This is an optimization exercise on Yosys and OpenROAD, whose aim is small area, a short achievable clock period and few clock cycles, not a production implementation. In this exercise RTL edits were held to simulation tests only and were not proved equivalent to the original.

== yarrow ==
// RISC_SPM
module RISC_SPM (clk, rst, mem_addr, mem_wdata, mem_we, mem_rdata);
  input        clk, rst;
  output [7:0] mem_addr;
  output [7:0] mem_wdata;
  output       mem_we;
  input  [7:0] mem_rdata;
  localparam [3:0] S_FETCH = 4'd0, S_EXEC = 4'd1, S_RD2 = 4'd2, S_WR2 = 4'd3, S_BR2 = 4'd4,
                   S_M1 = 4'd5, S_M2 = 4'd6, S_M3 = 4'd7, S_MW = 4'd8, S_HALT = 4'd9;
  reg [7:0] R0, R1, R2, R3;    
  reg [3:0] op;                
  reg [3:0] so, sd;            
  reg       opnd;              
  reg       chk;               
  reg [7:0] AR;                
  reg [7:0] T;                 
  reg       Z, V;
  reg [1:0] pr;                
  reg       qm1;               
  reg [3:0] st;
  wire [7:0] a = ({8{so[0]}} & R0) | ({8{so[1]}} & R1) | ({8{so[2]}} & R2) | ({8{so[3]}} & R3);
  wire [7:0] b = ({8{sd[0]}} & R0) | ({8{sd[1]}} & R1) | ({8{sd[2]}} & R2) | ({8{sd[3]}} & R3);
  wire exec = (st == S_EXEC);
  wire       is_sub = (op == 4'd2);
  wire       is_and = (op == 4'd3);
  wire       is_not = (op == 4'd4);
  wire [7:0] ax     = a ^ {8{is_sub}};
  wire [7:0] ag     = b & ax;
  wire [7:0] ap     = b ^ ax;
  reg  [7:0] kg, kp, kg2, kp2;
  integer    ki, ks;
  always @* begin
    kg = ag; kp = ap;
    kg[0] = ag[0] | (ap[0] & is_sub);
    for (ks = 1; ks < 8; ks = ks * 2) begin
      kg2 = kg; kp2 = kp;
      for (ki = ks; ki < 8; ki = ki + 1) begin
  ...
Size: about 71 flip-flops, about 5900 um2 of cells after synthesis.
make LEC_CHECK=0 ABC_AREA=1 CAP_MARGIN=20 CORE_MARGIN=2 CORE_UTILIZATION=40 SETUP_SLACK_MARGIN=2.7 SLEW_MARGIN=20 finish   # period 6.0 ns
run.sh (not shown) runs the stock make flow with config.mk's settings and CLKGATE_MAP_FILE= SYNTH_SCRIPT=/design/flow/synth_recipe.tcl, a recipe that flattens the netlist after the stock synthesis.
Testbench counts of yarrow, summed over its fixed seeds: cycles 26,597.
#### Input delta (maple over yarrow)
--- a/flow/design.v
+++ b/flow/design.v
@@ -115,23 +115,18 @@
   wire [1:0] ns = mem_rdata[3:2];
   reg  [1:0] rn;
   always @* begin
     case (ns) 2'd0: rn = R0[1:0]; 2'd1: rn = R1[1:0]; 2'd2: rn = R2[1:0]; default: rn = R3[1:0]; endcase
     if (wsel[ns]) rn = W[1:0];
   end
   always @(posedge clk or negedge rst) begin
     if (!rst) begin
-      R0 <= 8'd0; R1 <= 8'd0; R2 <= 8'd0; R3 <= 8'd0;
       AR <= 8'd0; Z <= 1'b0; V <= 1'b0; st <= S_FETCH;
     end else begin
-      if (wsel[0]) R0 <= W;
-      if (wsel[1]) R1 <= W;
-      if (wsel[2]) R2 <= W;
-      if (wsel[3]) R3 <= W;
       if (alu_w) begin
         Z <= alu_z;
         if (!is_not) V <= alu_v;
       end else if (st == S_M3) begin
         Z <= 1'b1;
         V <= pr[1] & (so[0] ? S[1] : R0[7]);
       end
       if (fetch) AR <= nskip ? ar2 : ar1;
@@ -152,16 +147,24 @@
         S_M2:    st <= S_M3;
         S_M3:    st <= S_MW;
         S_MW:    st <= S_EXEC;
         S_HALT:  st <= S_HALT;
         default: st <= S_FETCH;
       endcase
     end
   end
+  wire [7:0] Wr  = W & {8{rst}};
+  wire [3:0] rwe = wsel | {4{~rst}};
+  always @(posedge clk) begin
+    if (rwe[0]) R0 <= Wr;
+    if (rwe[1]) R1 <= Wr;
+    if (rwe[2]) R2 <= Wr;
+    if (rwe[3]) R3 <= Wr;
+  end
   always @(posedge clk) begin
     if (fetch) begin
       op   <= nop;
       so   <= 4'b0001 << mem_rdata[3:2];
       sd   <= 4'b0001 << mem_rdata[1:0];
       opnd <= nopnd;
       chk  <= nchk;
       T    <= nmul ? 8'd0 : ar2;
==> comparison <==
Summary of maple over yarrow: post-route minimum period grew by 0.021 ns, first-pass GRT wire length down 1.6 mm. Synthesized netlist net count of maple falls short of that of yarrow by a few percent. maple contains fewer vias than yarrow. Looking at most crowded layer after global routing, the met1 result is from yarrow; the met2 one comes from maple. Row wire length after detailed routing: maple lower / yarrow higher. Summary of maple over yarrow: synthesized-area fraction occupied by and/or/nand/nor cells shows a reduction of 3.8 points; initial DRC count went up 2.2%. maple: PASS, flow complete, no timing, DRC or antenna violations. From yarrow to maple the numbers moved as follows: die area fell about 2%, sequential share of layout area rose by 3.4 points, total global routing track utilization went down by 1.0 points, number of global-route vias before repair fell by 223. maple against yarrow: core utilization flat, worst path setup slack after routing down 0.021 ns.
Testbench counts of maple, summed over its fixed seeds: cycles 26,597.

==> separate check: timing with driven ports <==
The flow's constraints put no driver on any port. The routed layouts listed below were extracted and timed again, unchanged, in two steps.
Step 1, drivers: a clkbuf_16 drives clk and a buf_2 each remaining input, both assumed.
Step 2 adds t to the input delays and takes it off the output delays; t is the mean of the earliest and latest rising clock arrival at the registers after step 1. Input paths then give back, and output paths get back, about the clock's delay inside the block.
Slacks: ideal ports / drivers / drivers and shift; pairs: ideal ports / drivers.
run	t (ns)	setup WS [ns]	hold slack, ns	worst slew at a driven data input, ns	cell pins on the clock port's net
yarrow	0.384	2.822 / 2.781 / 2.660	0.481 / 0.481 / 0.481	0.03	1
maple	0.381	2.801 / 2.759 / 2.614	0.529 / 0.529 / 0.529	0.03	1
After both steps every run listed still meets setup and hold. For maple, which loses most, drivers alone change the setup slack by -0.042 ns; drivers and shift together by -0.187 ns.
